This is an optimization exercise on Yosys and OpenROAD, whose aim is small area, not a production implementation.
Where RTL was checked, it was by simulation tests only, not by an equivalence proof against the original.
Only the layout flow was run in runs 3 to 7; the RTL was not checked for function there.
Power is estimated from default activity; no workload was simulated.

File: design/flow/config.mk
export PLATFORM = sky130hd
export DESIGN_NAME = traffic_lights
export DESIGN_NICKNAME = traffic_lights
export VERILOG_FILES = /design/flow/design.v
export SDC_FILE = /design/flow/constraint.sdc
export NUM_CORES = 4
export LEC_CHECK = 0
export CAP_MARGIN = 20
export CORE_MARGIN = 2
export CORE_UTILIZATION = 40
export SLEW_MARGIN = 20
File: design/flow/constraint.sdc
create_clock -name core_clock -period 5.0 [get_ports {clk_i}]
set_input_delay 1.0000 -clock core_clock [delete_from_list [all_inputs] [get_ports {clk_i}]]
set_output_delay 1.0000 -clock core_clock [all_outputs]
set_load 0.01 [all_outputs]
File: design/flow/design.v
module traffic_lights #(
  parameter CLK_FREQ          = 2,
  parameter TIME_RED_YELLOW   = 10,
  parameter BLINK_TIME_GREEN  = 15,
  parameter HALF_PERIOD_BLINK = 3  
) (
  input  logic        clk_i,
  input  logic        srst_i,
  input  logic [2:0]  cmd_type_i,
  input  logic        cmd_valid_i,
  input  logic [15:0] cmd_data_i,
  output logic        red_o,
  output logic        yellow_o,
  output logic        green_o
);
localparam CLK_FREQ_RED_YELLOW   = CLK_FREQ*TIME_RED_YELLOW;
localparam CLK_FREQ_BLINK_GREEN  = CLK_FREQ*BLINK_TIME_GREEN;
localparam PERIOD_BLINK          = 2*HALF_PERIOD_BLINK;
logic        turn_on;
logic        turn_off;
logic        notransition;
logic        set_yellow_time;
logic        set_red_time;
logic        set_green_time;
logic [15:0] time_red;
logic [15:0] time_yellow;
logic [15:0] time_green;
logic [15:0] clk_red;
logic [15:0] clk_yellow;
logic [15:0] clk_green;
logic [15:0] clk_red_yellow;
logic [15:0] clk_blink_green;
logic [9:0] cnt_blink_yellow;
logic [9:0] cnt_blink_green;
logic        timeout_yellow;
logic        timeout_green;
logic        timeout_red;
logic        green_time_valid;
logic        red_time_valid;
logic        yellow_time_valid;
logic        yellow_prev;
logic        green_prev;
enum logic [2:0] {
  IDLE_S,
  RED_S,
  RED_YELLOW_S,
  GREEN_S,
  BLINK_GREEN_S,
  YELLOW_S,
  NOTRANSITION_S
} state, next_state;
always_ff @( posedge clk_i )
  begin
    if( srst_i )
      state <= IDLE_S;
    else
      state <= next_state;
  end
always_comb
  begin
    next_state = state;
    case( state )
      IDLE_S:
        begin
          if( turn_on && cmd_valid_i )
            next_state = RED_S;
          if( notransition && cmd_valid_i )
            next_state = NOTRANSITION_S;
        end
      RED_S:
        begin
          if( timeout_red ) 
            next_state = RED_YELLOW_S;
          if( turn_off && cmd_valid_i )
            next_state = IDLE_S;
          if( notransition && cmd_valid_i )
            next_state = NOTRANSITION_S;
        end
      RED_YELLOW_S:
        begin
          if( clk_red_yellow == CLK_FREQ_RED_YELLOW - 16'd1 )
            next_state = GREEN_S;
          if( turn_off && cmd_valid_i )
            next_state = IDLE_S; 
          if( notransition && cmd_valid_i )
            next_state = NOTRANSITION_S;
        end
      GREEN_S:
        begin
          if( timeout_green ) 
            next_state = BLINK_GREEN_S;
          if( turn_off && cmd_valid_i )
            next_state = IDLE_S;
          if( notransition && cmd_valid_i )
            next_state = NOTRANSITION_S;
        end
      BLINK_GREEN_S:
        begin
          if( clk_blink_green == CLK_FREQ_BLINK_GREEN - 16'd1 )
            next_state = YELLOW_S;
          if( turn_off && cmd_valid_i )
            next_state = IDLE_S;
          if( notransition && cmd_valid_i )
            next_state = NOTRANSITION_S;
        end
      YELLOW_S:
        begin
          if( timeout_yellow ) 
            next_state = RED_S;
          if( turn_off && cmd_valid_i )
            next_state = IDLE_S;
          if( notransition && cmd_valid_i )
            next_state = NOTRANSITION_S;
        end
      NOTRANSITION_S:
        begin
          if( turn_off && cmd_valid_i )
            next_state = IDLE_S;
          if( turn_on && cmd_valid_i )
            next_state = RED_S;
        end
      default:
        next_state = IDLE_S;
    endcase
  end
always_comb
  begin
    red_o    = 1'b0;
    yellow_o = yellow_prev;
    green_o  = green_prev;
    case( state )
      IDLE_S:
        begin
          red_o    = 1'b0;
          yellow_o = 1'b0;
          green_o  = 1'b0;
        end
      RED_S:
        begin
          red_o    = 1'b1;
          yellow_o = 1'b0;
          green_o  = 1'b0;
        end
      RED_YELLOW_S:
        begin
          red_o    = 1'b1;
          yellow_o = 1'b1;
          green_o  = 1'b0;
        end
      GREEN_S:
        begin
          red_o    = 1'b0;
          yellow_o = 1'b0;
          green_o  = 1'b1;
        end
      BLINK_GREEN_S:
        begin
          red_o    = 1'b0;
          yellow_o = 1'b0;
          if( cnt_blink_green == PERIOD_BLINK*CLK_FREQ - 10'd1 || cnt_blink_green == 10'h3FF)
            green_o = !green_prev;
        end
      YELLOW_S:
        begin
          red_o    = 1'b0;
          yellow_o = 1'b1;
          green_o  = 1'b0;
        end
      NOTRANSITION_S:
        begin
          red_o    = 1'b0;
          green_o  = 1'b0;
          if( cnt_blink_yellow == PERIOD_BLINK*CLK_FREQ - 10'd1 || cnt_blink_yellow == 10'h3FF )
            yellow_o = !yellow_prev;
        end        
    endcase
  end
always_ff @( posedge clk_i )
  begin
    case( state )
      IDLE_S, NOTRANSITION_S:
        begin
        clk_red          <= 16'd0;
        clk_red_yellow   <= 16'd0; 
        clk_green        <= 16'd0;
        clk_blink_green  <= 16'd0;
        clk_yellow       <= 16'd0;   
        end 
      RED_S:
        begin
          if( clk_red == time_red*CLK_FREQ - 16'd2 )
            clk_red <= 16'd0;
          else if( !timeout_red )
            clk_red <= clk_red + 16'd1;          
        end
      RED_YELLOW_S:
        begin
          if( clk_red_yellow == CLK_FREQ_RED_YELLOW - 16'd1 )
            clk_red_yellow <= 16'd0;
          else
            clk_red_yellow <= clk_red_yellow + 16'd1;
        end
      GREEN_S:
        begin
        if( clk_green == CLK_FREQ*time_green  - 16'd2 )
          clk_green <= 16'd0;
        else if( !timeout_green )
          clk_green <= clk_green + 16'd1;
      end
      BLINK_GREEN_S:
        begin
          if( clk_blink_green == CLK_FREQ_BLINK_GREEN - 16'd1 )
            clk_blink_green <= 16'd0;
          else
            clk_blink_green <= clk_blink_green + 16'd1;
        end
      YELLOW_S:
        begin
          if( clk_yellow == time_yellow*CLK_FREQ - 16'd2 )
            clk_yellow <= 16'd0;
          else if( !timeout_yellow )
            clk_yellow <= clk_yellow + 16'd1;
        end
    endcase
  end
always_ff @( posedge clk_i )
  begin
    if( state == NOTRANSITION_S )
      begin
        if( cnt_blink_yellow == PERIOD_BLINK*CLK_FREQ - 10'd1 )
          cnt_blink_yellow <= 10'd0;
        else
          cnt_blink_yellow <= cnt_blink_yellow + 10'd1;
      end
    else
      cnt_blink_yellow <= 10'h3FF;
  end
always_ff @( posedge clk_i )
  begin
    if( state == RED_S )
      begin       
        if( clk_red == time_red*CLK_FREQ - 16'd2 )
          timeout_red <= 1'b1;
      end
    else
      timeout_red <= 1'b0;      
  end
always_ff @( posedge clk_i )
  begin
    if( state == GREEN_S )
      begin
        if( clk_green == CLK_FREQ*time_green  - 16'd2 )
          timeout_green <= 1'b1;
      end
    else
      timeout_green <= 1'b0;
  end
always_ff @( posedge clk_i )
  begin
    if( state == YELLOW_S )
      begin
        if( clk_yellow == time_yellow*CLK_FREQ - 16'd2 )
          timeout_yellow <= 1'b1;
      end
    else
      timeout_yellow <= 1'b0;
  end
always_ff @( posedge clk_i )
  begin
    if( state == BLINK_GREEN_S )
      begin
        if( cnt_blink_green == PERIOD_BLINK*CLK_FREQ - 10'd1 )
          cnt_blink_green <= 10'd0;
        else
          cnt_blink_green <= cnt_blink_green + 10'd1;
      end
    else
      cnt_blink_green  <= 10'h3FF;
  end
always_ff @( posedge clk_i )
  begin
    if( state == BLINK_GREEN_S )
      green_prev <= green_o;
    else
      green_prev <= 1'b0;
  end
always_ff @( posedge clk_i )
  begin
  if( state == NOTRANSITION_S )
    yellow_prev <= yellow_o;
  else
    yellow_prev <= 1'b0;
  end
assign green_time_valid  = ( cmd_valid_i ) && ( state == NOTRANSITION_S ) && ( set_green_time );
assign red_time_valid    = ( cmd_valid_i ) && ( state == NOTRANSITION_S ) && ( set_red_time );
assign yellow_time_valid = ( cmd_valid_i ) && ( state == NOTRANSITION_S ) && ( set_yellow_time );
always_ff @( posedge clk_i )
  begin
    if( green_time_valid )
      time_green  <= cmd_data_i;
  end
always_ff @( posedge clk_i )
  begin
    if( red_time_valid )
      time_red    <= cmd_data_i;
  end
always_ff @( posedge clk_i )
  begin
    if( yellow_time_valid )
      time_yellow <= cmd_data_i;
  end
assign turn_on         = ( cmd_type_i == 3'd0 );
assign turn_off        = ( cmd_type_i == 3'd1 );
assign notransition    = ( cmd_type_i == 3'd2 );
assign set_green_time  = ( cmd_type_i == 3'd3 );
assign set_red_time    = ( cmd_type_i == 3'd4 );
assign set_yellow_time = ( cmd_type_i == 3'd5 );
endmodule
File: design/flow/run.sh
#!/bin/bash
# synth_recipe.tcl (not shown) runs the flow's synth.tcl, then flattens the netlist and writes it again
# the make line also repeats each setting of config.mk as NAME=value (left out here)
make -C /OpenROAD-flow-scripts/flow DESIGN_CONFIG=/design/flow/config.mk WORK_HOME=/design/flow/orfs CLKGATE_MAP_FILE= SYNTH_SCRIPT=/design/flow/synth_recipe.tcl finish
==> flow_summary.toml, run 1 <==
[logic_synthesis]
netlist.area_leader.share_pct = 44.3
synth-seq-area-share_pct = 50.8
synth_edf_count = 128
synthTopCellsByArea = "edfxtp_1 44%, xnor2_1 7.1%, xor2_1 6.7%"
ys.flop_type = "edfxtp_1"
netlist_instances = 850
avgSynthCellArea_um2 = 10.2
synth.most_common_cell = "edfxtp_1"
async_flop_share_pct = 0
ys_warn_count = 1
synthesis.nets = 883
yosysTopAreaCell = "edfxtp_1"
synth_common_cells = "128 x edfxtp_1, 125 x nor2_1, 70 x xnor2_1, 66 x xor2_1, 55 x nand2_1"
ys_ff_latch = 156
ys_types = 67
syn_area_um2 = 8670

[detailed_routing]
wl_per_cell_um = 15.0
drtAntennaViolNets = 0
drtIter0Drc = 438
routed_via_density = 5.25
vias = 6101
wirelength_um = 17500
top_layer = "met4"
drc = 0
wl_met1_um = 8650
met2_length_um = 7960
wl_met3_um = 676
drt_pass1_iterations = 5

[global_route]
gr-total-overflow = 0
grt_pass1_wl_um = 28800
grt_use_total_pct = 16.1
grt_max_degree = 21
antenna_found_initial = 0
grt_pass1_vias = 5727

[timing]
period_share_pct = 82.3
worst_slew_pin_slew_ns = 0.921
max_freq_ghz = 0.243
rsz0062_at_grt = "false"
finalCriticalPeriod_ns = 4.12
finalHoldViolCount = 0
setup_violations = 0
slew-limit-headroom_pct = 38.4
slew_violations = 0
fin_tns_setup_ns = 0
finalClockSkew_ns = 0.0146
fin_ws_ns = 0.885

[die]
dieArea_um2 = 22900
chipHeight_um = 151
initial_core_util_pct = 41.0
coreArea_um2 = 21200
rows = 53
die_w_um = 151
io_pins = 25

[setup_path]
cp_common_cell = "o21ai_0"
required_ns = 4.00
cp_slowest_cell = "clkdlybuf4s50_1"
crit_arrival_ns = 3.12
worst_path_largest_cell_delay_ns = 0.60
crit_buf_inv = 1
crit_chain = "or4_1, nor4_1, a31oi_1, xnor2_1, o21ai_0, o21ai_0, clkdlybuf4s50_1"
end_kind = "primary output"
cpLargestDelayFamily = "simple AND/OR/NAND/NOR gates"
path_max_fanout = 5
start_kind = "register"
path_class = "reg2out"

[clock_network]
cts_resized = 0
clk_pin_slew_ns = 0.06
cts_hold_buf = 0
cts_made_buffers = 17
cts-root-buf = "clkbuf_16"
clock_latency_ns = 0.42
htree_levels = 4
cts_num_sinks = 156
cts_setup_buffers = 0
clock_path_buffers = 2
tritoncts = "built"

[layout]
utilization_pct = 46.6
antenna_cells = 0
nets = 908
seq_area_um2 = 4400
multi_input_area_um2 = 4080
areaGrowthSynthToFinish_pct = 13.8
drive_gt1_share_pct = 7.55
nFillCells = 1970

[placed_design]
dp_slack_ns = 1.18
place_congestion = 0.813
dp_hpwl_um = 12300
portBuffers = 24

[pwr]
finalPower_mw = 5.14
p_comb_share_pct = 27.1
switching_share_pct = 33.6
switchingPower_mw = 1.73
p_seq_share_pct = 45.4
leakage_nw = 3.24
clkPwrFrac_pct = 27.5
power.internal_mw = 3.42
p_per_area_nw_per_um2 = 521
peakVddDrop_v = 0.000270

[job]
cap_violations = 0

[worst_hold_path]
min_path_type = "reg2reg"

[run_status]
outcome = "no timing/DRC/antenna violations"
-- cells by family (layout without fill, tap and decap cells) --
group           after synthesis  in the layout  share of synthesized area (%)
compound gates              101            101                           7.97
xor+xnor                    137            137                           14.0
fa+ha+maj                    12             12                           1.70
buf+inv                      51             89                           2.37
flops                       156            156                           50.8
mux                           1              1                          0.115
simple gates                392            392                           23.0
-- final cells by class --
cell class / count / area share, %
Clock buffer: 17 / 4.31
Clock inverter: 15 / 2.23
Inverter: 24 / 0.913
Multi-Input combinational cell: 643 / 41.3
Sequential cell: 156 / 44.6
Tap cell: 275 / 3.49
Timing Repair Buffer: 33 / 3.12
-- power groups by stage --
stage / logic, mW / clock network [mW] / registers (mW)
2_1_floorplan: 1.20 / 0 / 2.17
3_3_place_gp: 1.40 / 0 / 2.35
3_5_place_dp: 1.40 / 0 / 2.36
4_1_cts: 1.42 / 1.45 / 2.33
5_1_grt: 1.59 / 1.49 / 2.40
6_report: 1.40 / 1.41 / 2.33
-- state kept, by name, summed over array words and instances, names as in the netlist --
signal	cells
state	3
yellow_prev	1
time_red	16
timeout_green	1
cnt_blink_yellow	10
timeout_red	1
green_prev	1
time_green	16
time_yellow	16
clk_blink_green	16
clk_green	16
cnt_blink_green	10
clk_yellow	16
clk_red	16
timeout_yellow	1
clk_red_yellow	16
-- final timing paths --
| path | start | to | slack, ns | depth (start not counted) |
|---|---|---|---|---|
| setup / recovery | cnt_blink_yellow[5] | yellow_o | 0.88 | 7 |
| hold / removal | timeout_red | timeout_red | 0.49 | 2 |
| setup reg to reg | time_red[0] | clk_red[5] | 1.15 | 9 |
| hold reg to reg | timeout_red | timeout_red | 0.49 | 2 |
-- worst register-to-register path, stage by stage (launching register included) --
cell and delay (ns):
edfxtp_1 0.47, inv_1 0.10, ha_1 0.31, or4b_1 0.52, nor4_1 0.29, or4b_1 0.48
a2111oi_0 0.52, nand4_1 0.33, o31ai_2 0.26, buf_4 0.27
-- through the flow --
stage,area (µm²),hold WS (ns),std cells
2_1_floorplan,8670,0.456,850
3_3_place_gp,9220,0.487,1131
3_5_place_dp,9220,0.484,1131
4_1_cts,9870,0.495,1163
5_1_grt,9870,0.530,1163
6_report,9870,0.495,1163
-- layout by cell type (no fill, tap or decap), types with 5 or more instances in the layout --
cell             count
nor2_2              10
or2_2                9
clkdlybuf4s50_1     24
and2_1               5
xnor2_1             70
a2111oi_0            6
inv_1               24
o21ai_0             25
nor2_1             125
ha_1                11
nand2_1             55
and4_1               5
edfxtp_1           128
nor4_1              16
nor2b_1              6
nand4_1             19
bufinv_16            5
clkbuf_16           17
nand2b_1             8
buf_4                9
or3_1               13
and3_1              23
nand3_1             46
or4_1                8
nor3_1              18
nand3b_1             7
xor2_1              66
a31oi_1              5
a21oi_1             16
nor3b_1              5
dfxtp_1             28
-- metal layers --
layer / vias up / GRT usage [%]
met5: - / 0
met4: 0 / 4.91
met3: 10 / 4.31
met2: 87 / 24.5
met1: 2871 / 22.5
li1: 3133 / -
==> run 2: changes to the inputs <==
==> design/flow/design.v (replaced) <==
module traffic_lights (
  input  logic        clk_i,
  input  logic        srst_i,
  input  logic [2:0]  cmd_type_i,
  input  logic        cmd_valid_i,
  input  logic [15:0] cmd_data_i,
  output logic        red_o,
  output logic        yellow_o,
  output logic        green_o
);
localparam logic [2:0] S_OFF = 3'd0,
                       S_BLK = 3'd1,
                       S_R   = 3'd2,
                       S_RY  = 3'd3,
                       S_G   = 3'd4,
                       S_GB  = 3'd5,
                       S_Y   = 3'd6;
logic [2:0]  state, next_state;
logic [15:0] time_red, time_yellow, time_green;
logic [15:0] u;
logic        p;
logic        term;
logic cmd_on, cmd_off, cmd_blink;
assign cmd_on    = cmd_valid_i && ( cmd_type_i == 3'd0 );
assign cmd_off   = cmd_valid_i && ( cmd_type_i == 3'd1 );
assign cmd_blink = cmd_valid_i && ( cmd_type_i == 3'd2 );
assign term = ( &u ) && !p;
always_comb
  begin
    next_state = state;
    case( state )
      S_OFF:
        begin
          if( cmd_on )    next_state = S_R;
          if( cmd_blink ) next_state = S_BLK;
        end
      S_BLK:
        begin
          if( cmd_on )    next_state = S_R;
          if( cmd_off )   next_state = S_OFF;
        end
      default:
        begin
          if( term )
            case( state )
              S_R:     next_state = S_RY;
              S_RY:    next_state = S_G;
              S_G:     next_state = S_GB;
              S_GB:    next_state = S_Y;
              default: next_state = S_R;
            endcase
          if( cmd_off )   next_state = S_OFF;
          if( cmd_blink ) next_state = S_BLK;
        end
    endcase
  end
always_ff @( posedge clk_i )
  if( srst_i )
    state <= S_OFF;
  else
    state <= next_state;
logic        load;
logic [15:0] load_val;
assign load = term || ( next_state != state );
always_comb
  case( next_state )
    S_R:     load_val = ~time_red;
    S_RY:    load_val = ~16'd10;
    S_G:     load_val = ~time_green;
    S_GB:    load_val = ~16'd15;
    S_Y:     load_val = ~time_yellow;
    default: load_val = ~16'd12;
  endcase
always_ff @( posedge clk_i )
  if( load )
    begin
      u <= load_val;
      p <= 1'b1;
    end
  else
    begin
      p <= !p;
      if( p && ( u[15] || u[0] ) )
        u <= u + 16'd1;
    end
always_ff @( posedge clk_i )
  if( cmd_valid_i && state == S_BLK )
    case( cmd_type_i )
      3'd3: time_green  <= cmd_data_i;
      3'd4: time_red    <= cmd_data_i;
      3'd5: time_yellow <= cmd_data_i;
      default: ;
    endcase
logic [4:0] ph;
assign ph = { u[3:0], p };
assign red_o    = ( state == S_R ) || ( state == S_RY );
assign yellow_o = ( state == S_RY ) || ( state == S_Y ) ||
                  ( state == S_BLK && ph <= 5'd18 );
assign green_o  = ( state == S_G ) ||
                  ( state == S_GB && ( ph <= 5'd12 || ph >= 5'd25 ) );
endmodule
==> run 2 against run 1 <==
  * Via count down 66%
  * Largest power group unchanged
  * Critical path type is now in2reg
  * Total power down 71%
  * Critical path depth unchanged
==> flow_summary.toml, run 2 <==
[layout]
multi_input_area_um2 = 1170
fin_cells = 388
utilization_pct = 46.7
stdcell_area_um2 = 3780
drive_gt1_share_pct = 13.1
seq_area_um2 = 2000
nFillCells = 761
layout_commonest_cell = "edfxtp_1"
nets = 304
final_cell_mix = "64 x edfxtp_1, 24 x clkdlybuf4s50_1, 15 x nor2_1, 14 x a21oi_1, 14 x mux2i_1"
areaGrowthSynthToFinish_pct = 14.9
antenna_cells = 0

[clock_network]
clock_path_buffers = 2
tritoncts = "built"
cts_setup_buffers = 0
clock_latency_ns = 0.33
cts_num_sinks = 68
htree_levels = 3
cts_made_buffers = 9
cts_hold_buf = 0
cts_resized = 0
clk_pin_slew_ns = 0.07
cts-root-buf = "clkbuf_8"

[setup_path]
r2r-start = "u[0]"
end_kind = "register"
worst_path_largest_cell_delay_ns = 0.60
rr_endpoint = "u[6]"
path_max_fanout = 16
crit_arrival_ns = 3.62
r2r_cells = 7
ff2ff_setup_slack_ns = 1.73
start_kind = "primary input"
path_class = "in2reg"
required_ns = 4.86
cp_slowest_cell = "nand3_1"
crit_chain = "clkdlybuf4s50_1, nor3b_2, a2111oi_0, a31oi_1, nand3_2, xnor2_1, nand3_1"

[pwr]
p_per_area_nw_per_um2 = 399
switching_share_pct = 32.1
peakVddDrop_v = 0.000187
leakage_nw = 1.30
clkPwrFrac_pct = 25.5
power.internal_mw = 1.02
p_comb_share_pct = 23.0
p_seq_share_pct = 51.5
finalPower_mw = 1.51
switchingPower_mw = 0.484

[timing]
worst_slew_pin_slew_ns = 1.06
finalHoldViolCount = 0
setup_violations = 0
max_freq_ghz = 0.266
period_share_pct = 75.2
slew-limit-headroom_pct = 29.5
slew_violations = 0
rsz0062_at_grt = "false"
finalCriticalPeriod_ns = 3.76
finalClockSkew_ns = 0.00686
fin_tns_setup_ns = 0

[detailed_routing]
wirelength_um = 6230
wl_per_cell_um = 16.1
drt_pass1_iterations = 4
routed_via_density = 5.30
drtAntennaViolNets = 0
vias = 2055
drtIter0Drc = 102
drc = 0

[run_status]
outcome = "no timing/DRC/antenna violations"

[die]
die_w_um = 94.7
rows = 33
chipHeight_um = 94.7
initial_core_util_pct = 40.6
io_pins = 25
coreArea_um2 = 8090
dieArea_um2 = 8960

[global_route]
grt_use_total_pct = 15.2
grt_pass1_wl_um = 10200
grt_pass1_vias = 1999
grt_max_degree = 26
antenna_found_initial = 0
gr-total-overflow = 0

[logic_synthesis]
async_flop_share_pct = 0
ys_types = 53
synth.most_common_cell = "edfxtp_1"
synthTopCellsByArea = "edfxtp_1 58%, mux2i_1 4.3%, dfxtp_1 2.4%"
avgSynthCellArea_um2 = 13.0
synth_edf_count = 64
synth_common_cells = "64 x edfxtp_1, 15 x nor2_1, 14 x a21oi_1, 14 x mux2i_1, 13 x nand2_1"
ys_warn_count = 1
netlist.area_leader.share_pct = 58.5
synthesis.nets = 278
syn_area_um2 = 3290
ys.flop_type = "edfxtp_1"
synth-seq-area-share_pct = 60.9
yosysTopAreaCell = "edfxtp_1"
ys_ff_latch = 68
netlist_instances = 252

[placed_design]
dpl-instance-area_um2 = 3610
dp.cells = 372
place_congestion = 0.796
portBuffers = 24
dp_hpwl_um = 4360

[worst_hold_path]
min_path_type = "reg2reg"
hold_depth = 1
hold_end = "p"
hp-start = "p"

[job]
cap_violations = 0
-- run 2: cells by family (layout without fill, tap and decap cells) --
kind of cell	count (synthesis)	in the layout	share of synthesized area, %
AOI/OAI and AO/OA	58	58	12.7
DFF	68	68	60.9
adders and majority gates	4	4	1.52
muxes	15	15	4.72
buffers and inverters	22	53	3.96
and+or+nand+nor	69	69	11.9
xor gates and xnor gates	16	16	4.26
-- run 2: per-layer routing --
| metal | track usage (%) | routed length (µm) | part of all wire, % |
|---|---|---|---|
| met1 | 20.5 | 2920 | 47 |
| met2 | 24.3 | 3070 | 49 |
| met5 | 0 | 0 | 0 |
| met3 | 3.11 | 184 | 3.0 |
| met4 | 5.80 | 60 | 0.96 |
-- run 2: area by class of cell --
type	count	share of cell area, %
multi-input cells	162	31.0
repair buffers	28	7.16
flip-flops and latches	68	53.0
inverters	9	0.895
clock inverters	7	1.13
well taps	105	3.48
clock buffers	9	3.28
-- run 2: how the worst max path moves through the flow --
stage | end | startpoint | slack, ns | cells after the start
floorplan | time_yellow[0] | cmd_type_i[0] | 1.69 | 3
global placement | u[9] | cmd_type_i[1] | 0.96 | 7
detailed placement | u[10] | cmd_type_i[1] | 0.87 | 7
CTS | u[13] | cmd_type_i[1] | 1.23 | 7
global route | u[6] | cmd_type_i[1] | 0.95 | 7
finish | u[13] | cmd_type_i[1] | 1.24 | 7
-- run 2: power by group through the flow --
stage,clock network [mW],registers (mW),logic [mW]
3_5_place_dp,0,0.789,0.348
6_report,0.384,0.776,0.346
3_3_place_gp,0,0.785,0.342
2_1_floorplan,0,0.759,0.281
5_1_grt,0.418,0.788,0.391
4_1_cts,0.393,0.776,0.351
-- run 2: worst max-delay path, delay by kind of cell --
family          cells  cell delay [ns]
simple gates        3             1.30
buf+inv             1             0.56
compound gates      2             0.46
xor+xnor            1             0.30
-- run 2: metrics by stage --
step,hold WS [ns],setup WS (ns)
finish,0.494,1.24
global route,0.533,0.950
CTS,0.494,1.23
detailed placement,0.477,0.866
global placement,0.460,0.961
floorplan,0.425,1.69
==> run 3: changes to the inputs <==
--- a/design/flow/design.v
+++ b/design/flow/design.v
@@ -73,14 +73,9 @@
   endcase
+logic inc;
+assign inc = p && ( u[15] || u[0] );
 always_ff @( posedge clk_i )
-  if( load )
-    begin
-      u <= load_val;
-      p <= 1'b1;
-    end
-  else
-    begin
-      p <= !p;
-      if( p && ( u[15] || u[0] ) )
-        u <= u + 16'd1;
-    end
+  begin
+    p <= load || !p;
+    u <= load ? load_val : u + { 15'd0, inc };
+  end
 always_ff @( posedge clk_i )
==> design/flow/flow/run.sh (new file) <==
#!/bin/bash
# Own layout flow: the standard synthesis, then an area-oriented re-mapping of
# its combinational logic (registers untouched), then the standard ORFS layout
# with small port buffers and a lighter clock tree.
set -euo pipefail
W=$(pwd)
F=$W/flow
PLAT=${FLOW_PLATFORM:-sky130hd}
R=$W/orfs/results/$PLAT/traffic_lights/base
LIB=$FLOW_HOME/platforms/$PLAT/lib/sky130_fd_sc_hd__tt_025C_1v80.lib

# 1. standard synthesis
bash standard.sh synth > $W/log_synth.txt 2>&1
cp $R/1_2_yosys.v $W/std_1_2_yosys.v

# 2. re-map combinational logic for area
python3 $F/genlib.py $W/comb_cells.v $LIB > $W/log_genlib.txt 2>&1
DU=$(make -s -f - <<MK
include $FLOW_HOME/platforms/$PLAT/config.mk
all:
	@echo \$(DONT_USE_CELLS)
MK
)
DUARGS=""
for c in $DU; do DUARGS="$DUARGS -dont_use $c"; done
yosys -p "read_verilog $W/comb_cells.v; read_liberty -lib -ignore_redef $LIB; read_verilog $W/std_1_2_yosys.v; hierarchy -top $FLOW_TOP; flatten; techmap; opt -purge; abc -liberty $LIB $DUARGS -script $F/remap.abc; opt_clean -purge; setundef -zero; hilomap -singleton -hicell sky130_fd_sc_hd__conb_1 HI -locell sky130_fd_sc_hd__conb_1 LO; hierarchy -top $FLOW_TOP; stat -liberty $LIB; write_verilog -noattr $W/remap.v" > $W/log_remap.txt 2>&1
cp $W/remap.v $R/1_2_yosys.v
touch $R/1_2_yosys.v

# 3. layout
bash standard.sh \
  "BUFFER_PORTS_ARGS=-buffer_cell sky130_fd_sc_hd__buf_1" \
  "CTS_ARGS=-sink_clustering_enable -repair_clock_nets -dont_use_dummy_load -buf_list sky130_fd_sc_hd__clkbuf_4 -root_buf sky130_fd_sc_hd__clkbuf_4" \
  finish > $W/log_layout.txt 2>&1
==> design/flow/flow/genlib.py (new file) <==
import re,sys
t=open(sys.argv[2]).read()
cells=re.split(r'\n\s*cell\s*\(\s*"?',t)[1:]
out=[]
for c in cells:
    name=re.match(r'([\w]+)',c).group(1)
    if re.search(r'\b(ff|latch|statetable)\s*\(',c): continue
    ins=[];outs=[]
    for m in re.finditer(r'(?<![\w_])pin\s*\(\s*"?(\w+)"?\s*\)\s*\{',c):
        pn=m.group(1); body=c[m.end():]
        nxt=re.search(r'(?<![\w_])pin\s*\(',body)
        if nxt: body=body[:nxt.start()]
        d=re.search(r'direction\s*:\s*"?(\w+)',body)
        if not d: continue
        d=d.group(1)
        if d=='input': ins.append(pn)
        elif d=='output':
            f=re.search(r'\bfunction\s*:\s*"([^"]*)"',body)
            outs.append((pn,f.group(1) if f else None))
    if not outs or any(f is None for _,f in outs): continue
    ports=ins+[o for o,_ in outs]
    s=f"module {name}({', '.join(ports)});\n"
    for i in ins: s+=f"  input {i};\n"
    for o,f in outs:
        e=f.replace('!','~').replace('*','&').replace('+','|')
        e=re.sub(r'\)\s*\(',')&(',e)
        s+=f"  output {o};\n  assign {o} = {e};\n"
    s+="endmodule\n"
    out.append(s)
open(sys.argv[1],'w').write(''.join(out))
print(len(out))
==> design/flow/flow/remap.abc (new file) <==
strash
&get -n
&st
&syn2
&dch -f
&nf -a -R 1000
&st
&syn2
&dch -f
&nf -a -R 1000
&put
==> design/flow/standard.sh (new file) <==
#!/bin/bash
# synth_recipe.tcl (not shown) runs the flow's synth.tcl, then flattens the netlist and writes it again
# the make line also repeats each setting of config.mk as NAME=value (left out here)
make -C /OpenROAD-flow-scripts/flow DESIGN_CONFIG=/design/flow/config.mk WORK_HOME=/design/flow/orfs CLKGATE_MAP_FILE= SYNTH_SCRIPT=/design/flow/synth_recipe.tcl "${@:-finish}"
removed: design/flow/run.sh
==> run 3 against run 2 <==
  * Sequential share of layout area is 4.2 points higher
  * First-iteration DRC count is 70% higher
  * Via count increased by 0.88%
  * Final cell count is 0.77% higher
  * Sequential cell count did not move
==> flow_summary.toml, run 3 <==
[pwr]
switching_share_pct = 26.3
p_seq_share_pct = 64.0
power.internal_mw = 0.790
clkPwrFrac_pct = 22.5
p_per_area_nw_per_um2 = 333
finalPower_mw = 1.07
peakVddDrop_v = 0.000116
leakage_nw = 1.02
switchingPower_mw = 0.283
p_comb_share_pct = 13.5

[run_status]
outcome = "no timing/DRC/antenna violations"

[logic_synthesis]
syn_area_um2 = 2870
ys_warn_count = 1
netlist_instances = 259
avgSynthCellArea_um2 = 11.1
synthesis.nets = 281

[layout]
nets = 319
final_cell_mix = "48 x edfxtp_1, 34 x o21ai_0, 33 x nor2_1, 24 x buf_1, 23 x nand2_1"
areaGrowthSynthToFinish_pct = 12.0
drive_gt1_share_pct = 5.76
layout_commonest_cell = "edfxtp_1"
antenna_cells = 0

[die]
io_pins = 25
initial_core_util_pct = 41.8
chipHeight_um = 88.7
coreArea_um2 = 6870
dieArea_um2 = 7870
rows = 30
die_w_um = 88.7

[timing]
finalClockSkew_ns = 0.0261
holdWs_ns = 0.444
slew-limit-headroom_pct = 33.0
worst_slew_pin_slew_ns = 1.00
fin_tns_setup_ns = 0
fin_ws_ns = 1.95
slew_violations = 0
period_share_pct = 61.0
max_freq_ghz = 0.328
rsz0062_at_grt = "false"
setup_violations = 0
finalCriticalPeriod_ns = 3.05
finalHoldViolCount = 0

[setup_path]
crit_arrival_ns = 3.32
required_ns = 5.27
path_max_fanout = 11
ff2ff_setup_slack_ns = 1.95
r2r-start = "u[5]"
start_kind = "register"
worst_path_largest_cell_delay_ns = 0.73
cp_slowest_cell = "nor4_2"
end_kind = "register"
rr_endpoint = "u[0]"
r2r_cells = 9
path_class = "reg2reg"
crit_chain = "nand4_1, nor4_1, and4b_1, a21boi_0, o22a_1, nor4_2, a32oi_1, o21ai_0, a21oi_1"

[detailed_routing]
drtAntennaViolNets = 0
routed_via_density = 5.30
wirelength_um = 5740
drc = 0
drtIter0Drc = 173
drt_pass1_iterations = 4
wl_per_cell_um = 14.7
vias = 2073

[clock_network]
cts_resized = 0
clk_pin_slew_ns = 0.08
cts_hold_buf = 0
clock_latency_ns = 0.40
cts_made_buffers = 9
tritoncts = "built"
cts_num_sinks = 68
cts-root-buf = "clkbuf_4"
clock_path_buffers = 2
htree_levels = 3
cts_setup_buffers = 0

[worst_hold_path]
min_path_type = "reg2reg"
hp-start = "p"
hold_end = "p"
hold_depth = 1

[global_route]
grt_pass1_wl_um = 9690
gr-total-overflow = 0
grt_use_total_pct = 17.0
antenna_found_initial = 0
grt_max_degree = 21
grt_pass1_vias = 1971

[placed_design]
portBuffers = 24
dp_slack_ns = 1.67
dp_hpwl_um = 3980
place_congestion = 0.884

[job]
cap_violations = 0
-- run 3: worst max path at each step --
stage                              from     to  slack [ns]  cells past startpoint
final                              u[5]   u[0]        1.95                      9
after global routing               u[4]  u[12]        1.62                     11
after CTS                          u[5]   u[0]        1.92                      9
after detailed placement  cmd_type_i[1]   u[0]        1.67                      8
after global placement    cmd_type_i[1]   u[0]        1.23                      8
after floorplan           cmd_type_i[2]   u[0]        1.58                      9
-- run 3: area by class of cell --
cell class	instances	area, µm²
fill	671	3650
sequential	68	1840
multi-input combinational	186	1060
tap	96	120
timing repair buffer	27	113
clock buffer	9	67.6
inverter	5	18.8
-- run 3: metal layers --
layer  vias to the layer above  track usage, %  share of wire, %
met5                         -               0                 0
met4                         0            12.1               2.6
met3                        10            2.89               3.1
met2                        47            25.8                47
met1                       967            21.9                47
li1                       1049               -                 -
-- run 3: power groups by stage --
stage	logic (mW)	clock network [mW]	registers [mW]
final	0.145	0.241	0.686
after global routing	0.169	0.277	0.694
after CTS	0.146	0.254	0.686
after detailed placement	0.144	0	0.699
after global placement	0.142	0	0.698
after floorplan	0.108	0	0.689
-- run 3: stage by stage --
| step | instance area [µm²] | cells | util [%] |
|---|---|---|---|
| floorplan | 2870 | 259 | - |
| global placement | 3140 | 382 | 45.8 |
| detailed placement | 3150 | 382 | 45.8 |
| CTS | 3220 | 391 | 46.8 |
| global route | 3220 | 391 | 46.8 |
| finish | 3220 | 391 | 46.8 |
-- run 3: critical path, delay by kind of cell (launching register included) --
kind	cells	cell delay, ns
AND/OR/NAND/NOR	4	1.56
flip-flops	1	0.40
AO/OA/AOI/OAI	5	0.98
==> run 4: changes to the inputs <==
==> design/flow/design.v (replaced) <==
module traffic_lights (
  input  logic        clk_i,
  input  logic        srst_i,
  input  logic [2:0]  cmd_type_i,
  input  logic        cmd_valid_i,
  input  logic [15:0] cmd_data_i,
  output logic        red_o,
  output logic        yellow_o,
  output logic        green_o
);
localparam logic [2:0] S_OFF = 3'd0,
                       S_BLK = 3'd1,
                       S_R   = 3'd2,
                       S_RY  = 3'd3,
                       S_G   = 3'd4,
                       S_GB  = 3'd5,
                       S_Y   = 3'd6;
logic [2:0]  state, next_state;
logic [15:0] time_red, time_yellow, time_green;
logic [15:0] u;
logic        p;
logic        term;
logic is_off, is_blk, is_r, is_ry, is_g, is_gb, is_y;
assign is_off = ( state == S_OFF );
assign is_blk = ( state == S_BLK );
assign is_r   = ( state == S_R   );
assign is_ry  = ( state == S_RY  );
assign is_g   = ( state == S_G   );
assign is_gb  = ( state == S_GB  );
assign is_y   = ( state == S_Y   );
logic cmd_on, cmd_off, cmd_blink;
assign cmd_on    = cmd_valid_i && ( cmd_type_i == 3'd0 );
assign cmd_off   = cmd_valid_i && ( cmd_type_i == 3'd1 );
assign cmd_blink = cmd_valid_i && ( cmd_type_i == 3'd2 );
logic is_dur;
assign is_dur = is_r || is_g || is_y;
assign term = !p && ( is_dur ? ( &u ) :
                      is_ry  ? ( u[3] && u[0] ) :             
                      is_gb  ? ( u[3] && u[2] && u[1] ) :     
                               ( u[3] && u[1] && u[0] ) );    
logic go_on, go_blk;
assign go_on  = cmd_on && ( is_off || is_blk );
assign go_blk = cmd_blink && !is_blk;
always_comb
  begin
    next_state = state;
    if( term )
      case( state )
        S_R:     next_state = S_RY;
        S_RY:    next_state = S_G;
        S_G:     next_state = S_GB;
        S_GB:    next_state = S_Y;
        S_Y:     next_state = S_R;
        default: ;
      endcase
    if( go_on )                 next_state = S_R;
    if( go_blk )                next_state = S_BLK;
    if( cmd_off && !is_off )    next_state = S_OFF;
  end
always_ff @( posedge clk_i )
  if( srst_i )
    state <= S_OFF;
  else
    state <= next_state;
logic sel_r, sel_g, sel_y, load;
assign sel_r  = go_on || ( is_y && term && !cmd_blink );
assign sel_g  = is_ry && term && !cmd_blink;
assign sel_y  = is_gb && term && !cmd_blink;
assign load   = go_blk || go_on || term;
logic [15:0] nl;    
assign nl = ~( ( {16{sel_r}} & time_red   ) |
               ( {16{sel_g}} & time_green ) |
               ( {16{sel_y}} & time_yellow ) );
logic [16:0] c;     
logic [15:0] x;
assign c[0] = p && ( u[15] || u[0] || !is_dur );
always_comb
  for( int i = 0; i < 16; i++ )
    begin
      c[i+1] = c[i] && u[i];
      x[i]   = u[i] ^ c[i];
    end
always_ff @( posedge clk_i )
  begin
    p <= load || !p;
    u <= nl & ( {16{load}} | x );
  end
always_ff @( posedge clk_i )
  if( cmd_valid_i && is_blk )
    case( cmd_type_i )
      3'd3: time_green  <= cmd_data_i;
      3'd4: time_red    <= cmd_data_i;
      3'd5: time_yellow <= cmd_data_i;
      default: ;
    endcase
logic [3:0] m;
assign m = u[3:0];
assign red_o    = is_r || is_ry;
assign yellow_o = is_ry || is_y ||
                  ( is_blk && ( u[15] || m < 4'd5 || ( m == 4'd5 && !p ) ) );
assign green_o  = is_g ||
                  ( is_gb && ( u[15] || m < 4'd5 || ( m == 4'd5 && !p ) ||
                               m >= 4'd12 || ( m == 4'd11 && p ) ) );
endmodule
==> design/flow/flow/run.sh (replaced) <==
#!/bin/bash
# Own layout flow: the standard synthesis, then the same synthesis with an
# area-oriented ABC script (registers unchanged, checked against the standard
# synthesis), then the standard ORFS layout with small port buffers and a
# lighter clock tree.
set -euo pipefail
W=$(pwd)
F=$W/flow
PLAT=${FLOW_PLATFORM:-sky130hd}
R=$W/orfs/results/$PLAT/traffic_lights/base

# 1. standard synthesis (reference for the registers)
bash standard.sh synth > $W/log_synth_std.txt 2>&1
cp $R/1_2_yosys.v $W/std_1_2_yosys.v

# 2. area-oriented synthesis with a few ABC scripts; keep the smallest
best=""; best_area=""
for s in $F/abc*.script; do
  n=$(basename $s .script)
  make -C $FLOW_HOME DESIGN_CONFIG=$W/config.mk WORK_HOME=$W/orfs_$n CLKGATE_MAP_FILE= \
    SYNTH_SCRIPT=$F/mysynth.tcl MY_ABC=$s synth > $W/log_synth_$n.txt 2>&1 || continue
  v=$W/orfs_$n/results/$PLAT/traffic_lights/base/1_2_yosys.v
  python3 $F/flopcheck.py $W/std_1_2_yosys.v $v >> $W/log_flopcheck.txt 2>&1 || continue
  a=$(grep 'Chip area' $W/orfs_$n/reports/$PLAT/traffic_lights/base/synth_stat.txt | awk '{print $NF}')
  echo "$n $a" >> $W/log_areas.txt
  if [[ -z "$best" ]] || python3 -c "import sys; sys.exit(0 if $a < $best_area else 1)"; then
    best=$v; best_area=$a
  fi
done
if [[ -n "$best" ]]; then
  cp $best $R/1_2_yosys.v
  touch $R/1_2_yosys.v
fi

# 3. layout
bash standard.sh \
  "BUFFER_PORTS_ARGS=-buffer_cell sky130_fd_sc_hd__buf_1" \
  "CTS_ARGS=${CTS_ARGS_OVERRIDE:--sink_clustering_enable -repair_clock_nets -dont_use_dummy_load -buf_list sky130_fd_sc_hd__clkbuf_4 -root_buf sky130_fd_sc_hd__clkbuf_4}" \
  finish > $W/log_layout.txt 2>&1
==> design/flow/flow/abc1.script (new file) <==
strash
&get -n
&st
&syn2
&dch -f
&nf -a -R 1000
&st
&syn2
&dch -f
&nf -a -R 1000
&put
==> design/flow/flow/abc2.script (new file) <==
strash
dc2
&get -n
&st
&dch -f
&nf -a -R 2000
&st
&syn3
&dch -f
&nf -a -R 2000
&st
&syn2
&dch -f
&nf -a -R 2000
&put
==> design/flow/flow/abc3.script (new file) <==
strash
&get -n
&dch
&nf -a -R 1000
&put
==> design/flow/flow/flopcheck.py (new file) <==
# flopcheck.py std.v my.v : same flip-flop instances (name and cell type)?
import re, sys
def flops(f):
    t = open(f).read()
    return sorted(re.findall(r'^\s*(sky130_fd_sc_hd__(?:e?df\w+|dl\w+|sdf\w+))\s+(\S+)\s*\(', t, re.M))
a, b = flops(sys.argv[1]), flops(sys.argv[2])
print(len(a), len(b))
sys.exit(0 if a == b and a else 1)
==> design/flow/flow/mysynth.tcl (new file) <==
proc synth {args} { yosys synth -nofsm -noshare {*}$args }
set f [open $::env(SCRIPTS_DIR)/synth.tcl]
set t [read $f]
close $f
set n [regsub -all {log_cmd abc \{\*\}\$abc_args} $t {log_cmd abc {*}[lreplace $abc_args 1 1 $::env(MY_ABC)]} t]
if { $n != 1 } { error "abc call not found in synth.tcl" }
uplevel #0 $t
# left out here: clear keep_hierarchy, flatten, clean up, hide names made inside functions, write 1_2_yosys.v
removed: design/flow/flow/remap.abc
==> run 4 against run 3 <==
  * Still clean
  * Worst setup slack got worse by 1.2 ns
  * Count of clock-buffer cells in the layout is the same
  * Sequential share of layout area increased by 4.9 points
  * Sequential cell count unchanged
  * Final area decreased by 7.8%
  * Register-to-register slack got worse by 1.2 ns
  * Combinational power rose by 42%
  * Clock power barely moved
  * Hold slack worse by 0.00086 ns
  * Routed wire length shrank 14%
  * Via count down 20%
  * Critical path type unchanged
  * Largest power group unchanged
  * Highest routed layer unchanged
==> flow_summary.toml, run 4 <==
[timing]
worst_slew_pin_slew_ns = 0.837
fin_tns_setup_ns = 0
finalHoldViolCount = 0
holdWs_ns = 0.443
slew_violations = 0
rsz0062_at_grt = "false"
max_freq_ghz = 0.234
slew-limit-headroom_pct = 44.1
period_share_pct = 85.5
finalCriticalPeriod_ns = 4.28
finalClockSkew_ns = 0.0304
setup_violations = 0

[layout]
nFillCells = 615
drive_gt1_share_pct = 6.82
areaGrowthSynthToFinish_pct = 11.1
nets = 259
final_cell_mix = "48 x edfxtp_1, 24 x buf_1, 20 x dfxtp_1, 18 x o21a_1, 16 x a222oi_1"
antenna_cells = 0
layout_commonest_cell = "edfxtp_1"

[pwr]
switchingPower_mw = 0.308
power.internal_mw = 0.854
peakVddDrop_v = 0.000181
p_per_area_nw_per_um2 = 392
leakage_nw = 0.995
finalPower_mw = 1.16
clkPwrFrac_pct = 20.6
p_seq_share_pct = 61.6
switching_share_pct = 26.5
p_comb_share_pct = 17.7

[global_route]
antenna_found_initial = 0
grt_pass1_wl_um = 8090
grt_pass1_vias = 1657
grt_use_total_pct = 14.8
grt_max_degree = 19
gr-total-overflow = 0

[setup_path]
start_kind = "register"
path_max_fanout = 9
crit_arrival_ns = 4.59
cp_common_cell = "ha_1"
required_ns = 5.31
cp_slowest_cell = "dfxtp_1"
path_class = "reg2reg"
crit_chain = "nor2_1, or2_0, o31a_1, ha_1, ha_1, ha_1, ha_1, ha_1, ha_1, ha_1, ha_1, ha_1, ha_1, ha_1, ha_1, ha_1, ha_1, ha_1, xor2_1, o21a_1"
worst_path_largest_cell_delay_ns = 0.48
end_kind = "register"

[detailed_routing]
wirelength_um = 4910
routed_via_density = 5.58
vias = 1656
drtIter0Drc = 156
drt_pass1_iterations = 5
drtAntennaViolNets = 0
drc = 0
wl_per_cell_um = 16.5

[run_status]
outcome = "no timing/DRC/antenna violations"

[die]
dieArea_um2 = 7340
die_w_um = 85.7
rows = 29
chipHeight_um = 85.7
coreArea_um2 = 6390
io_pins = 25
initial_core_util_pct = 41.8

[clock_network]
clk_pin_slew_ns = 0.10
htree_levels = 3
cts_hold_buf = 0
cts-root-buf = "clkbuf_4"
cts_made_buffers = 9
cts_setup_buffers = 0
cts_num_sinks = 68
clock_path_buffers = 2
cts_resized = 0
tritoncts = "built"
clock_latency_ns = 0.41

[logic_synthesis]
syn_area_um2 = 2670
netlist_instances = 182
ys_warn_count = 1
avgSynthCellArea_um2 = 14.7
synthesis.nets = 219

[placed_design]
portBuffers = 24
dp_hpwl_um = 3250
place_congestion = 0.794

[worst_hold_path]
min_path_type = "reg2reg"

[job]
cap_violations = 0
## run 4: changes by cell type in the layout (fill, tap and decap cells not counted), moves of 6 or more
cell,previous run,this run
ha_1,0,15
a21oi_1,20,4
o21ai_0,34,5
a22oi_1,6,0
a222oi_1,0,16
nand2_1,23,13
o21a_1,0,18
nor2_1,33,7
xnor2_1,7,0
nand3_1,13,5
## run 4: layout make-up
| type | count | area (µm²) | share of cell area [%] |
|---|---|---|---|
| Clock buffer | 9 | 67.6 | 2.28 |
| Inverter | 3 | 11.3 | 0.380 |
| Multi-Input combinational cell | 111 | 821 | 27.7 |
| Sequential cell | 68 | 1840 | 62.1 |
| Tap cell | 77 | 96.3 | 3.25 |
| Timing Repair Buffer | 29 | 128 | 4.30 |
## run 4: power groups by stage
stage / combinational (mW) / clock [mW] / sequential (mW)
4_1_cts: 0.212 / 0.253 / 0.716
2_1_floorplan: 0.160 / 0 / 0.713
3_3_place_gp: 0.208 / 0 / 0.729
3_5_place_dp: 0.212 / 0 / 0.728
5_1_grt: 0.251 / 0.278 / 0.725
6_report: 0.206 / 0.240 / 0.716
## run 4: worst max-delay path: cells and delay by family, from the launching register on
family                   cells  cell delay, ns
flip-flops                   1            0.48
AND/OR/NAND/NOR              2            0.45
adder cells (fa/ha/maj)     15            2.71
XOR/XNOR                     1            0.14
AO/OA/AOI/OAI                2            0.43
## run 4: routing by layer
| layer | vias up | part of all wire [%] | global-route usage, % |
|---|---|---|---|
| li1 | 822 | - | - |
| met1 | 781 | 48 | 19.5 |
| met2 | 44 | 45 | 22.0 |
| met3 | 9 | 5.2 | 5.87 |
| met4 | 0 | 1.8 | 5.63 |
| met5 | - | 0 | 0 |
## run 4: path summary, 6_finish.rpt
check | startpoint | endpoint | slack [ns] | cells after the start
setup / recovery | state[2] | u[15] | 0.72 | 20
hold / removal | p | p | 0.44 | 1
setup reg to reg | state[2] | u[15] | 0.72 | 20
hold reg to reg | p | p | 0.44 | 1
## run 4: through the flow
stage                     setup slack (ns)  area, µm²  cells  utilization, %
after floorplan                      0.996       2670    182               -
after CTS                            0.739       2970    297            46.4
after detailed placement             0.768       2900    288            45.4
after global routing                 0.503       2970    297            46.4
final                                0.723       2970    297            46.4
after global placement               0.835       2900    288            45.4
==> run 5: changes to the inputs <==
--- a/design/flow/config.mk
+++ b/design/flow/config.mk
@@ -7,5 +7,6 @@
 export LEC_CHECK = 0
-export CAP_MARGIN = 20
+export CAP_MARGIN = 0
 export CORE_MARGIN = 2
 export CORE_UTILIZATION = 40
-export SLEW_MARGIN = 20
+export GPL_TIMING_DRIVEN = 0
+export SLEW_MARGIN = 0
==> run 5 against run 4 <==
  * Still clean
  * Total power decreased by 0.64%
  * Hold slack got worse by 0.0031 ns
  * Register-to-register slack lost 0.08 ns
  * Highest routed layer unchanged
==> flow_summary.toml, run 5 <==
[layout]
antenna_cells = 0
fin_cells = 295
areaGrowthSynthToFinish_pct = 11.3
nets = 257
drive_gt1_share_pct = 7.34
final_cell_mix = "48 x edfxtp_1, 24 x buf_1, 20 x dfxtp_1, 18 x o21a_1, 16 x a222oi_1"
utilization_pct = 46.5
layout_commonest_cell = "edfxtp_1"

[placed_design]
dp_slack_ns = 0.649
dp.cells = 286
place_congestion = 0.822
portBuffers = 24
dp_hpwl_um = 3390

[clock_network]
tritoncts = "built"
cts_num_sinks = 68
cts-root-buf = "clkbuf_4"
clock_latency_ns = 0.38
clk_pin_slew_ns = 0.08
cts_made_buffers = 9
cts_hold_buf = 0
clock_path_buffers = 2
cts_setup_buffers = 0
cts_resized = 0
htree_levels = 3

[setup_path]
path_max_fanout = 9
end_kind = "register"
crit_arrival_ns = 4.62
required_ns = 5.27
cp_slowest_cell = "dfxtp_1"
startpoint = "state[2]"
start_kind = "register"
r2r-start = "state[2]"
cp_common_cell = "ha_1"
r2r_cells = 20
crit_chain = "nor2_1, or2_0, o31a_1, ha_1, ha_1, ha_1, ha_1, ha_1, ha_1, ha_1, ha_1, ha_1, ha_1, ha_1, ha_1, ha_1, ha_1, ha_1, xor2_1, o21a_1"
ff2ff_setup_slack_ns = 0.65
path_class = "reg2reg"
worst_path_largest_cell_delay_ns = 0.50
rr_endpoint = "u[15]"

[detailed_routing]
wl_per_cell_um = 16.8
drc = 0
wirelength_um = 4950
drtIter0Drc = 114
drtAntennaViolNets = 0
vias = 1661
routed_via_density = 5.63
drt_pass1_iterations = 4

[job]
cap_violations = 0

[global_route]
grt_use_total_pct = 15.3
grt_max_degree = 19
antenna_found_initial = 0
gr-total-overflow = 0
grt_pass1_wl_um = 8400
grt_pass1_vias = 1714

[timing]
fin_ws_ns = 0.648
finalHoldViolCount = 0
holdWs_ns = 0.440
finalClockSkew_ns = 0.0227
fin_tns_setup_ns = 0
max_freq_ghz = 0.230
worst_slew_pin_slew_ns = 1.18
setup_violations = 0
slew-limit-headroom_pct = 21.0
period_share_pct = 87.0
finalCriticalPeriod_ns = 4.35
slew_violations = 0
rsz0062_at_grt = "false"

[pwr]
p_per_area_nw_per_um2 = 389
leakage_nw = 0.991
peakVddDrop_v = 0.000171

[logic_synthesis]
synthesis.nets = 219
avgSynthCellArea_um2 = 14.7
ys_warn_count = 1
netlist_instances = 182
syn_area_um2 = 2670

[worst_hold_path]
hp-start = "p"
min_path_type = "reg2reg"
hold_end = "p"
hold_depth = 1

[die]
dieArea_um2 = 7340
die_w_um = 85.7
coreArea_um2 = 6390
initial_core_util_pct = 41.8
chipHeight_um = 85.7
io_pins = 25
rows = 29

[run_status]
outcome = "no timing/DRC/antenna violations"
-- run 5: metal layers --
metal	GRT usage, %	wire length, µm	vias to the layer above
li1	-	-	815
met2	24.6	2470	43
met4	5.77	49	0
met5	0	0	-
met1	18.8	2170	799
met3	5.77	269	4
-- run 5: how the worst max path moves through the flow --
| stage | to | depth (start not counted) |
|---|---|---|
| after CTS | u[15] | 20 |
| after detailed placement | u[15] | 20 |
| after global routing | u[15] | 20 |
| after global placement | u[15] | 20 |
| after floorplan | u[15] | 20 |
| final | u[15] | 20 |
-- run 5: cell type report --
class / instances / area [µm²]
inverters: 3 / 11.3
multi-input cells: 111 / 830
well taps: 77 / 96.3
flip-flops and latches: 68 / 1840
fillers: 606 / 3420
repair buffers: 27 / 124
clock buffers: 9 / 67.6
-- run 5: metrics by stage --
stage                     power (mW)  instance area [µm²]
after floorplan                0.873                 2670
after global placement         0.928                 2860
after detailed placement       0.933                 2900
after CTS                       1.17                 2970
after global routing            1.24                 2970
final                           1.16                 2970
-- run 5: critical path: cells and delay by family (launching register included) --
kind	cells	cell delay, ns
simple gates	2	0.47
compound gates	2	0.43
flops	1	0.50
xor+xnor	1	0.14
fa+ha+maj	15	2.71
-- run 5: report_power, final --
part	switching, mW	leakage, nW	total [mW]	internal (mW)
sequential	0.0507	0.597	0.714	0.664
combinational	0.0971	0.352	0.203	0.105
clock	0.155	0.0414	0.238	0.0837
total	0.302	0.991	1.16	0.853
==> run 6: changes to the inputs <==
--- a/design/flow/config.mk
+++ b/design/flow/config.mk
@@ -9,3 +9,3 @@
 export CORE_MARGIN = 2
-export CORE_UTILIZATION = 40
+export CORE_UTILIZATION = 60
 export GPL_TIMING_DRIVEN = 0
==> run 6 against run 5 <==
  * Largest cell class unchanged
  * Via count is 0.90% higher
  * Register-to-register slack hardly changed
  * First-iteration DRC count rose by 15%
  * Still clean on timing, DRC and antenna
  * Non-clock buffer count rose by 1
  * Routed wire length is 5.5% lower
  * Final cell count down 8.1%
  * Fmax grew 0.12%
  * Combinational power hardly changed
  * Total power about the same
  * Sequential power about the same
  * Count of clock-buffer cells in the layout unchanged
==> flow_summary.toml, run 6 <==
[run_status]
outcome = "no timing/DRC/antenna violations"

[pwr]
peakVddDrop_v = 0.000276
p_per_area_nw_per_um2 = 394
leakage_nw = 0.991

[global_route]
use_met2_pct = 33.2
gr-total-overflow = 0
grt_use_total_pct = 20.4
grt.busiest_layer = "met2"
antenna_found_initial = 0
grt_pass1_wl_um = 7500
grt_max_degree = 19
met3_usage_pct = 5.41
globalRouteMet1Util_pct = 24.5
grt_pass1_vias = 1594

[detailed_routing]
drt_pass1_iterations = 6
drtIter0Drc = 131
drtAntennaViolNets = 0
wirelength_um = 4680
drc = 0
vias = 1676
wl_per_cell_um = 17.3
routed_via_density = 6.18

[timing]
worst_slew_pin_slew_ns = 1.22
rsz0062_at_grt = "false"
fin_tns_setup_ns = 0
finalCriticalPeriod_ns = 4.35
finalHoldViolCount = 0
setup_violations = 0
max_freq_ghz = 0.230
finalClockSkew_ns = 0.0261
period_share_pct = 86.9
slew_violations = 0
slew-limit-headroom_pct = 18.7

[setup_path]
crit_buf_inv = 0
required_ns = 5.25
end_kind = "register"
start_kind = "register"
r2r-start = "state[2]"
startpoint = "state[2]"
path_class = "reg2reg"
worst_path_largest_cell_delay_ns = 0.48
crit_arrival_ns = 4.60
crit_chain = "nor2_1, or2_0, o31a_1, ha_1, ha_1, ha_1, ha_1, ha_1, ha_1, ha_1, ha_1, ha_1, ha_1, ha_1, ha_1, ha_1, ha_1, ha_1, xor2_1, o21a_1"
cp_common_cell = "ha_1"
path_max_fanout = 9
cpLargestDelayFamily = "adder cells"
cp_slowest_cell = "dfxtp_1"

[clock_network]
cts_hold_buf = 0
cts_resized = 0
tritoncts = "built"
cts_made_buffers = 9
clk_pin_slew_ns = 0.08
htree_levels = 3
clock_path_buffers = 2
cts-root-buf = "clkbuf_4"
clock_latency_ns = 0.38
cts_num_sinks = 68
cts_setup_buffers = 0

[job]
cap_violations = 0

[layout]
stdcell_area_um2 = 2930
nets = 258
drive_gt1_share_pct = 6.39
final_cell_mix = "48 x edfxtp_1, 24 x buf_1, 20 x dfxtp_1, 18 x o21a_1, 16 x a222oi_1"
antenna_cells = 0
layout_commonest_cell = "edfxtp_1"
areaGrowthSynthToFinish_pct = 9.94

[die]
die_w_um = 70.7
initial_core_util_pct = 61.7
rows = 24
dieArea_um2 = 5000
io_pins = 25
chipHeight_um = 70.7
coreArea_um2 = 4320

[logic_synthesis]
syn_area_um2 = 2670
synthesis.nets = 219
netlist_instances = 182
ys_warn_count = 1
avgSynthCellArea_um2 = 14.7

[placed_design]
dpl-instance-area_um2 = 2860
dp_hpwl_um = 3240
portBuffers = 24
place_congestion = 0.860

[worst_hold_path]
hp-start = "p"
min_path_type = "reg2reg"
==> run 6: metal layers <==
metal | vias up | share of wire [%]
li1 | 820 | -
met1 | 802 | 41
met2 | 46 | 52
met5 | - | 0
met3 | 8 | 4.8
met4 | 0 | 1.7
==> run 6: worst paths after layout <==
check / to / slack [ns] / depth (start not counted)
worst max-delay path: u[15] / 0.65 / 20
worst max register to register: u[15] / 0.65 / 20
worst min-delay path: p / 0.43 / 1
worst min register to register: p / 0.43 / 1
==> run 6: cell type report <==
type                    count  area [µm²]
well taps                  52        65.1
clock buffers               9        67.6
repair buffers             28         128
inverters                   3        11.3
flip-flops and latches     68        1840
multi-input cells         111         821
fillers                   324        1390
==> run 6: power breakdown <==
group	switching, mW	leakage [nW]	internal [mW]	total (mW)
Clock	0.150	0.0414	0.0836	0.234
Combinational	0.0995	0.353	0.106	0.206
Sequential	0.0519	0.597	0.664	0.716
==> run 6: stage by stage <==
stage / hold slack [ns] / worst slack, ns / instances / total power, mW / util (%)
final: 0.432 / 0.653 / 271 / 1.16 / 67.9
after global routing: 0.446 / 0.383 / 271 / 1.24 / 67.9
after CTS: 0.434 / 0.633 / 270 / 1.16 / 67.6
after detailed placement: 0.423 / 0.673 / 261 / 0.936 / 66.0
after global placement: 0.417 / 0.731 / 258 / 0.919 / 65.3
after floorplan: 0.396 / 0.996 / 182 / 0.873 / -
==> run 7: changes to the inputs <==
--- a/design/flow/flow/run.sh
+++ b/design/flow/flow/run.sh
@@ -37,3 +37,3 @@
   "BUFFER_PORTS_ARGS=-buffer_cell sky130_fd_sc_hd__buf_1" \
-  "CTS_ARGS=${CTS_ARGS_OVERRIDE:--sink_clustering_enable -repair_clock_nets -dont_use_dummy_load -buf_list sky130_fd_sc_hd__clkbuf_4 -root_buf sky130_fd_sc_hd__clkbuf_4}" \
+  "CTS_ARGS=-repair_clock_nets -dont_use_dummy_load -buf_list sky130_fd_sc_hd__clkbuf_8 -root_buf sky130_fd_sc_hd__clkbuf_8" \
   finish > $W/log_layout.txt 2>&1
--- a/design/flow/config.mk
+++ b/design/flow/config.mk
@@ -7,6 +7,6 @@
 export LEC_CHECK = 0
-export CAP_MARGIN = 0
+export CAP_MARGIN = 20
 export CORE_MARGIN = 2
-export CORE_UTILIZATION = 60
+export CORE_UTILIZATION = 40
 export GPL_TIMING_DRIVEN = 0
-export SLEW_MARGIN = 0
+export SLEW_MARGIN = 20
==> run 7 against run 6 <==
  * Hold slack gained 0.0085 ns
  * Clock skew shrank 0.0028 ns
  * Die area grew 47%
  * Count of clock-buffer cells in the layout is the same
  * Sequential power is essentially flat
  * Register-to-register slack gained 0.03 ns
  * Largest power group unchanged
  * Critical endpoint unchanged
  * Global-route usage shrank 5.4 points
==> flow_summary.toml, run 7 <==
[timing]
worst_slew_pin_slew_ns = 0.829
setup_violations = 0
max_freq_ghz = 0.232
holdWs_ns = 0.441
slew_violations = 0
slew-limit-headroom_pct = 44.7
fin_tns_setup_ns = 0
fin_ws_ns = 0.681
finalHoldViolCount = 0
finalClockSkew_ns = 0.0233
finalCriticalPeriod_ns = 4.32
period_share_pct = 86.4
rsz0062_at_grt = "false"

[setup_path]
path_class = "reg2reg"
crit_chain = "nor2_1, or2_0, o31a_1, ha_1, ha_1, ha_1, ha_1, ha_1, ha_1, ha_1, ha_1, ha_1, ha_1, ha_1, ha_1, ha_1, ha_1, ha_1, xor2_1, o21a_1"
cp_common_cell = "ha_1"
start_kind = "register"
cpLargestDelayFamily = "adder cells"
crit_arrival_ns = 4.54
end_kind = "register"
path_max_fanout = 9
worst_path_largest_cell_delay_ns = 0.49
crit_buf_inv = 0
required_ns = 5.22
cp_slowest_cell = "dfxtp_1"

[detailed_routing]
drt_pass1_iterations = 5
routed_via_density = 5.64
vias = 1664
drtAntennaViolNets = 0
drc = 0
wirelength_um = 4950
wl_per_cell_um = 16.8
drtIter0Drc = 141

[clock_network]
clock_path_buffers = 2
cts_setup_buffers = 0
cts_made_buffers = 9
cts_hold_buf = 0
tritoncts = "built"
cts_num_sinks = 68
htree_levels = 3
cts_resized = 0
cts-root-buf = "clkbuf_8"
clk_pin_slew_ns = 0.06
clock_latency_ns = 0.33

[die]
dieArea_um2 = 7340
chipHeight_um = 85.7
die_w_um = 85.7
rows = 29
io_pins = 25
initial_core_util_pct = 41.8
coreArea_um2 = 6390

[placed_design]
dp_hpwl_um = 3410
place_congestion = 0.822
dp_slack_ns = 0.680
portBuffers = 24

[layout]
nets = 257
utilization_pct = 47.4
drive_gt1_share_pct = 7.80
antenna_cells = 0
final_cell_mix = "48 x edfxtp_1, 24 x buf_1, 20 x dfxtp_1, 18 x o21a_1, 16 x a222oi_1"
layout_commonest_cell = "edfxtp_1"
areaGrowthSynthToFinish_pct = 13.4

[global_route]
grt_max_degree = 19
use_met2_pct = 24.2
met3_usage_pct = 6.54
grt_pass1_wl_um = 8160
grt.busiest_layer = "met2"
globalRouteMet1Util_pct = 17.3
grt_use_total_pct = 15.0
antenna_found_initial = 0
grt_pass1_vias = 1707
gr-total-overflow = 0

[logic_synthesis]
synthesis.nets = 219
syn_area_um2 = 2670
avgSynthCellArea_um2 = 14.7
ys_warn_count = 1
netlist_instances = 182

[worst_hold_path]
min_path_type = "reg2reg"

[pwr]
p_per_area_nw_per_um2 = 409
leakage_nw = 1.01
finalPower_mw = 1.24
peakVddDrop_v = 0.000181

[job]
cap_violations = 0

[run_status]
outcome = "no timing/DRC/antenna violations"
run 7: per-layer routing:
metal	share of wire, %	up-vias	wire length [µm]
met4	2.3	0	112
li1	-	818	-
met2	49	35	2420
met3	4.9	8	243
met5	0	-	0
met1	44	803	2180
run 7: metrics by stage:
| step | instance area, µm² | instances |
|---|---|---|
| global route | 3030 | 295 |
| CTS | 3030 | 295 |
| floorplan | 2670 | 182 |
| global placement | 2860 | 283 |
| detailed placement | 2900 | 286 |
| finish | 3030 | 295 |
run 7: final timing paths:
path	start	to	slack, ns	cells after the start
min	p	p	0.44	1
min reg2reg	p	p	0.44	1
max	state[1]	u[15]	0.68	20
max reg2reg	state[1]	u[15]	0.68	20
run 7: area by class of cell:
type	count	area [µm²]
inverters	3	11.3
multi-input cells	111	832
well taps	77	96.3
repair buffers	27	120
flip-flops and latches	68	1840
clock buffers	9	124
fillers	599	3360
run 7: worst reg2reg max path, stage by stage, from the launching register on:
cell	delay, ns
dfxtp_1	0.49
nor2_1	0.16
or2_0	0.30
o31a_1	0.27
ha_1	0.18
ha_1	0.18
ha_1	0.18
ha_1	0.19
ha_1	0.18
ha_1	0.18
ha_1	0.18
ha_1	0.18
ha_1	0.18
ha_1	0.18
ha_1	0.18
ha_1	0.18
ha_1	0.18
ha_1	0.18
ha_1	0.18
xor2_1	0.14
o21a_1	0.16
run 7: power by group:
| part | internal, mW | switching [mW] |
|---|---|---|
| Sequential | 0.665 | 0.0500 |
| Combinational | 0.105 | 0.0967 |
| Clock | 0.160 | 0.161 |
| Total | 0.930 | 0.308 |

[what the ideal ports hide]
The flow's constraints put no driver on any port. The routed layouts listed below were extracted and timed again, unchanged, in two steps. Step 1: set_driving_cell puts a clkbuf_16 on clk_i and a buf_2 on each other input, an assumption about the parent block. Step 2, shift: input delay + t, output delay - t, t = (earliest + latest rising clock arrival at the registers) / 2. This alone moves slack from input paths to output paths. a / b / c = no drivers / after step 1 / after step 2; a / b = the first two.
run | t (ns) | slack for setup (ns) | worst hold slack (ns) | worst data-port slew with drivers (ns)
run 1 | 0.463 | 0.885 / 0.838 / 1.149 | 0.495 / 0.495 / 0.495 | 0.05
run 2 | 0.359 | 1.241 / 1.248 / 0.888 | 0.494 / 0.494 / 0.494 | 0.03
run 3 | 0.414 | 1.952 / 1.952 / 1.700 | 0.444 / 0.444 / 0.444 | 0.03
run 4 | 0.421 | 0.723 / 0.723 / 0.723 | 0.443 / 0.443 / 0.443 | 0.03
run 5 | 0.398 | 0.648 / 0.648 / 0.648 | 0.440 / 0.440 / 0.440 | 0.04
run 6 | 0.396 | 0.653 / 0.653 / 0.653 | 0.432 / 0.432 / 0.432 | 0.03
run 7 | 0.347 | 0.681 / 0.681 / 0.681 | 0.441 / 0.441 / 0.441 | 0.04
After both steps every run listed still meets setup and hold. For run 2, which loses most, drivers alone change the setup slack by +0.007 ns; drivers and shift together by -0.353 ns.
